What follows belongs to an exercise in optimizing a design on an open flow for small area and a short achievable clock period; a production flow would make more cautious choices.
The RTL was checked by simulation tests, not by an equivalence proof against the original design.

==> flow/design.v (outline; a module is shown in full before it is edited, if it fits) <==
// module mul: 11534 lines
// module mul_fa: 6 lines
// module mul_ha: 6 lines
// module mul_bsel1: 5 lines
// module mul_bsgn: 5 lines
// module mul_bsel: 5 lines
module mul (
	clk, reset, is_signed, is_high, go, is_mulw, src_A, src_B, rob_ptr_in, prf_ptr_in,
	y, complete, rob_ptr_out, prf_ptr_val_out, prf_ptr_out
);
  // ...
==> flow/flow/run.sh <==
#!/bin/bash
# The standard layout (standard.sh), with two changes to how it is made:
#  - the resizer repairs setup timing as if the clock were 7.98 ns shorter
#    (the SDC, clock period and I/O delays are unchanged);
#  - ports are buffered with sky130_fd_sc_hd__buf_1 (resized later as needed).
set -euo pipefail
bash standard.sh SETUP_SLACK_MARGIN=7.98 "BUFFER_PORTS_ARGS=-buffer_cell sky130_fd_sc_hd__buf_1" finish > make_finish.log 2>&1
==> flow/standard.sh <==
#!/bin/bash
# synth_recipe.tcl (not shown) runs the flow's synth.tcl, then flattens the netlist and writes it again
# the make line also repeats each setting of config.mk as NAME=value (left out here)
make -C /OpenROAD-flow-scripts/flow DESIGN_CONFIG=/design/flow/config.mk WORK_HOME=/design/flow/orfs CLKGATE_MAP_FILE= SYNTH_SCRIPT=/design/flow/synth_recipe.tcl "${@:-finish}"
==> flow/config.mk <==
export PLATFORM = sky130hd
export DESIGN_NAME = mul
export DESIGN_NICKNAME = mul
export VERILOG_FILES = /design/flow/design.v
export SDC_FILE = /design/flow/constraint.sdc
export NUM_CORES = 4
export LEC_CHECK = 0
export ABC_CLOCK_PERIOD_IN_PS = 3000
export CAP_MARGIN = 10
export CORE_MARGIN = 2
export CORE_UTILIZATION = 58
export CTS_CLUSTER_DIAMETER = 100
export CTS_CLUSTER_SIZE = 20
export SETUP_SLACK_MARGIN = 3
export SLEW_MARGIN = 10
export SYNTH_HIERARCHICAL = 1
export TNS_END_PERCENT = 100
==> flow/constraint.sdc <==
create_clock -name core_clock -period 11.5 [get_ports {clk}]
set_input_delay 2.3000 -clock core_clock [delete_from_list [all_inputs] [get_ports {clk}]]
set_output_delay 2.3000 -clock core_clock [all_outputs]
set_load 0.01 [all_outputs]
==> metrics.md, run 1 <==
| Metric | Value |
|---|---|
| Outcome | timing/DRC/antenna clean |
| Fraction of the mapped netlist area in simple logic gates | 2.719% |
| Cells on worst reg2reg path | 7 |
| Top routing layer in use | met5 |
| Share of synthesized area spent on multiplexers | less than 1% |
| Area share of the largest cell type after synthesis | 38.80% |
| Routed vias/inst | 7.680 |
| Multi-input logic portion of the cell area | 70.78% |
| Multi-input logic cell count | 7516 |
| Num Clock Sinks | 1033 |
| Syn avg cell area | 11.20 um2 |
| Combined area of the multi-input logic cells | 81450 um2 |
| Crit path time final | ~3.7 ns |
| Placed instance area | 107700 um2 |
| Top-level port count | 224 |
| Number of CTS-inserted buffers | 69 |
| Hold Path Depth | 0 |
| Rows | 155 |
| Buffers and inverters on the worst path | 1 |
| Number of distinct standard cells referenced by the synthesized netlist | 90 |
| Number of synthesized flops with an enable pin | 0 |
| Leading post-synthesis cells by cell area | sky130_fd_sc_hd__fa_1 39%, sky130_fd_sc_hd__dfxtp_1 20%, sky130_fd_sc_hd__xnor2_1 19%, sky130_fd_sc_hd__o22ai_1 12%, sky130_fd_sc_hd__ha_1 1.7% |
| Cell mode on critical path | sky130_fd_sc_hd__fa_1 |
| Root Buffer Master | sky130_fd_sc_hd__clkbuf_16 |
| Fill cell instance count of the final layout | 14290 |
| Critical-path cell with the highest stage delay | sky130_fd_sc_hd__xnor2_1 |
| Source-to-sink clock delay at the later pin of the worst-skew pair | 0.77 ns |
| Vias in the first global route | 90880 |
| Number of cells in the finished layout apart from fillers | approximately 12000 |
| # H-tree levels | 3 |
| Worst r2r dst | r1_cs[392]$_DFF_P_ |
| Max reg flops | 567 |
| Met3 track utilization from global routing | just over 30% |
| M2 GR Usage | 68.17% |
| CTS tree | done |
==> run 2: changes to the inputs <==
==> flow/flow/run.sh (replaced) <==
#!/bin/bash
# The standard layout (standard.sh), with two changes to how it is made:
#  - the resizer repairs setup timing as if the clock were 8.05 ns shorter
#    (the SDC, clock period and I/O delays are unchanged);
#  - ports are buffered with sky130_fd_sc_hd__buf_1 (resized later as needed).
set -euo pipefail
bash standard.sh SETUP_SLACK_MARGIN=8.05 "BUFFER_PORTS_ARGS=-buffer_cell sky130_fd_sc_hd__buf_1" finish > make_finish.log 2>&1
--- a/flow/config.mk
+++ b/flow/config.mk
@@ -10,3 +10,3 @@
 export CORE_MARGIN = 2
-export CORE_UTILIZATION = 58
+export CORE_UTILIZATION = 50
 export CTS_CLUSTER_DIAMETER = 100
==> metrics.md, run 2 <==
| Metric | Value |
|---|---|
| Area share of the largest cell type after synthesis | 38.80% (unchanged) |
| Most common cell after layout, fill and taps aside | sky130_fd_sc_hd__xnor2_1 |
| Syn avg cell area | 11.20 um2 (unchanged) |
| Data arrival time at the worst-slack endpoint | 4.24 ns |
| Cell with the most instances after synthesis | sky130_fd_sc_hd__xnor2_1 |
| Number of distinct standard cells referenced by the synthesized netlist | 90 (unchanged) |
| Routed vias/inst | 7.332 (-4.5%) |
| Max reg flops | 567 (unchanged) |
| GRT Resource Usage Total | 44.72% |
| Root Buffer Master | sky130_fd_sc_hd__clkbuf_16 |
| Core Footprint | just over 200000 um2 |
| GR Overflow Total | 0 |
| Fraction of synthesized cell area in xor and xnor cells | 19.09% |
| Leading post-synthesis cells by cell area | sky130_fd_sc_hd__fa_1 39%, sky130_fd_sc_hd__dfxtp_1 20%, sky130_fd_sc_hd__xnor2_1 19%, sky130_fd_sc_hd__o22ai_1 12%, sky130_fd_sc_hd__ha_1 1.7% |
| Initial DRC Count | 16500 |
| Async set or reset register ratio after synthesis | 0% |
| Number of synthesized flops with an enable pin | 0 (unchanged) |
| Sequential share of the synthesized area | about a fifth |
| Cell count after synthesis | a little over 9000 |
| Top cells by instance count after synthesis | 2213 x sky130_fd_sc_hd__xnor2_1, 2084 x sky130_fd_sc_hd__o22ai_1, 2027 x sky130_fd_sc_hd__fa_1 |
| Source-to-sink clock delay at the later pin of the worst-skew pair | 0.81 ns (+0.04 ns) |
| Outcome | timing/DRC/antenna clean |
| Endpoint kind of the worst setup timing path | flip-flop |
| Total Die Area | 212900 um2 |
| First-pass GRT wire length | 670100 um |
| RePlAce Congestion | 1.024 |
| Period Utilization, post-route | 31.38% |
| Maximum frequency from static timing analysis | 277.1 MHz |
| Largest register by flop count | r1_cs |
| Clock-pin slew of the registers on the worst-case setup and hold paths | 0.08 ns |
| Initial cell density of the core | 50.41% |
| Crit path time final | 3.609 ns (-0.09750 ns) |
| Launching instance or port of the critical path | r_a[44]$_DFF_P_ |
| Number of nets with antenna violations after detailed routing | 0 |
| Data required time at the worst endpoint | 12.13 ns |
| Final sum of negative setup slack | 0 ns |
| Total of endpoints with negative setup slack in the final report | 0 |
| Initial antenna violation count | 43 |
| Number of I/O port buffers | 223 |
| CTS tree | done |
| Transition time at the pin with the least slew margin | ~1.0 ns |
| Count of maximum capacitance violations | 0 |
| Clock Tree Buf Depth | 3 |
| Maximum number of pins on one net before global-route repair | 67 |
| Startpoint of the most critical hold path | r1_cs[13]$_DFF_P_ |
| Detail-routed net length per standard cell | 39.83 um |
| Post-synthesis cell type with the largest combined area | sky130_fd_sc_hd__fa_1 |
| Largest family of logic cells by synthesized area | adder cells |
| Total nets after synthesis | 11650 |
| Critical path peak fanout | 33 |
| Share of synthesized area spent on multiplexers | 0.05144% (unchanged) |
| Complex-gate fraction of the synthesized area | 14.98% |
| Setup repair after global routing missed its margin | yes |
| Fraction of final layout cells sized beyond drive strength 1 | 9.423% |
| Launch point of the worst reg-to-reg path | r_a[44]$_DFF_P_ |
| Net count of the finished layout | approximately 12000 |
| Die width | between 400 and 500 um |
| Synth-to-Final Area Change | 11.44% |
| Area of the mapped netlist | 104600 um2 |
| Wire length reported by the detailed router | 491900 um |
| Number of detailed-route iterations in the first pass | 12 |
| Detailed placer's ending HPWL | between 300000 and 400000 um |
| Fin. Hold Viols | 0 |
| Fraction of the mapped netlist area in simple logic gates | 2.719% (unchanged) |
| Setup slack of the critical path after layout | 7.891 ns |
| Adder and majority cell fraction of the synthesized area | 40.53% |
| Leading cell types in the layout, fill and taps excluded | 2176 x sky130_fd_sc_hd__xnor2_1, 2077 x sky130_fd_sc_hd__o22ai_1, 2016 x sky130_fd_sc_hd__fa_1 |
| Num Clock Sinks | 1033 (unchanged) |
| Maximum clock skew at final layout | ~0.067 ns |
| #FFs+latches synth | slightly above 1000 |
| Normalized max-slew margin | 30.57% |
| Height of the die | around 460 um |
| Fill cell instance count of the final layout | 17730 (+24%) |
| Type of the worst min-delay path | flip-flop to flip-flop |
| Startpoint-to-endpoint class of the critical path | flip-flop to flip-flop |
| Biggest registers after layout | r1_cs x567, r2_x x128 |
| Worst slack at placement | 7.155 ns |
| Main synth FF type | sky130_fd_sc_hd__dfxtp_1 |
| Yosys warnings | 7 |
| Final Max Slew Viols | 0 |
| Vias in the first global route | 89790 (-1.2%) |
| Number of CTS-inserted buffers | 71 (+2.9%) |
| Critical Path Source Type | flip-flop |
| Top-level port count | 224 (unchanged) |
| Total vias in the final route | 90560 |
| Rows | 167 (+7.7%) |
| # H-tree levels | 3 (unchanged) |
| Post-route DRC violation count | 0 |
-- run 2: per-module statistics from Yosys (local to each module, per instance) --
module	area, um2	times used	cells	flops+latches
mul_fa	20.02	2027	1	0
mul	50160	1	5103	1033
mul_ha	12.51	29	1	0
mul_bsel	6.256	2080	1	0
mul_bsel1	3.754	64	1	0
mul_bsgn	7.507	32	1	0
-- run 2: final cells by class --
class / count / area (um2) / area share (%)
multi-input combinational: 7516 / 81620 / 70.02
inverter: 209 / 784.5 / 0.6730
clock inverter: 27 / 315.3 / 0.2705
sequential: 1033 / 21080 / 18.08
timing repair buffer: 590 / 7083 / 6.076
tap: 2788 / 3488 / 2.993
antenna: 97 / 242.7 / 0.2082
clock buffer: 91 / 1953 / 1.676
-- run 2: path summary, 6_finish.rpt --
kind	depth (start not counted)	slack (ns)	to
min	0	0.33	r2_x[10]$_DFF_P_
max	7	7.89	r1_cs[299]$_DFF_P_
min reg2reg	0	0.33	r2_x[10]$_DFF_P_
max reg2reg	7	7.89	r1_cs[299]$_DFF_P_
-- run 2: repair_timing --
action / 4_1_cts / 5_1_grt
endpoints found under the setup margin: 669 / 306
buffers inserted: 119 / 61
resized for setup: 477 / 260
hold buffers: 0 / 0
cloned: 8 / 13
pin swaps: 12 / 18
-- run 2: logic make-up after synthesis --
| family | after synthesis |
|---|---|
| buf+inv | 786 |
| xor+xnor | 2280 |
| mux | 5 |
| compound gates | 2483 |
| fa+ha+maj | 2172 |
| other cells | 1 |
| flops | 1033 |
| simple gates | 575 |
-- run 2: worst max-delay path: stages, from the launching register on --
cell	delay [ns]
sky130_fd_sc_hd__dfxtp_2	0.35
sky130_fd_sc_hd__buf_12	0.41
sky130_fd_sc_hd__xnor2_1	0.21
sky130_fd_sc_hd__o22ai_1	0.44
sky130_fd_sc_hd__fa_1	0.54
sky130_fd_sc_hd__fa_1	0.48
sky130_fd_sc_hd__fa_1	0.46
sky130_fd_sc_hd__fa_1	0.48
-- run 2: metal layers --
metal	vias to the layer above	share of wire (%)	GRT usage, %
met1	44640	34	54.05
li1	33170	-	-
met2	9985	39	60.43
met4	51	9.0	29.20
met5	-	0.22	3.077
met3	2716	18	24.80
-- run 2: stage by stage --
stage	util, %	cells	area (um2)	hold WS (ns)
detailed placement	52.17	11940	108300	0.3121
global route	56.09	12280	116400	0.3358
CTS	55.06	12180	114200	0.3301
global placement	52.17	11940	108300	0.3095
finish	56.18	12350	116600	0.3264
floorplan	-	9335	104900	0.3096

==> static timing again, ports no longer ideal <==
The flow's constraints put no driver on any port. The routed layouts listed below were extracted and timed again, unchanged, in two steps. Step 1 (the two cells are an assumption about what drives the block):
set clk [get_ports {clk}]
set_driving_cell -lib_cell sky130_fd_sc_hd__clkbuf_16 $clk
set_driving_cell -lib_cell sky130_fd_sc_hd__buf_2 [delete_from_list [all_inputs] $clk]
Step 2 moves the port delays by t, midway between the first and last clock arrival at a register: inputs arrive t later, outputs are due t later. That takes back most of the time a late clock gives input paths. Three values: no drivers, after step 1, after step 2; two values: the first two.
| run | t (ns) | setup slack, ns | worst data-port slew with drivers (ns) |
|---|---|---|---|
| run 1 | 0.841 | 7.794 / 7.794 / 7.454 | 0.10 |
| run 2 | 0.860 | 7.891 / 7.891 / 7.644 | 0.09 |
After both steps every run listed still meets setup and hold. The setup slack of run 1, which loses most, moves by 0.000 ns with the drivers and by -0.340 ns with both steps.
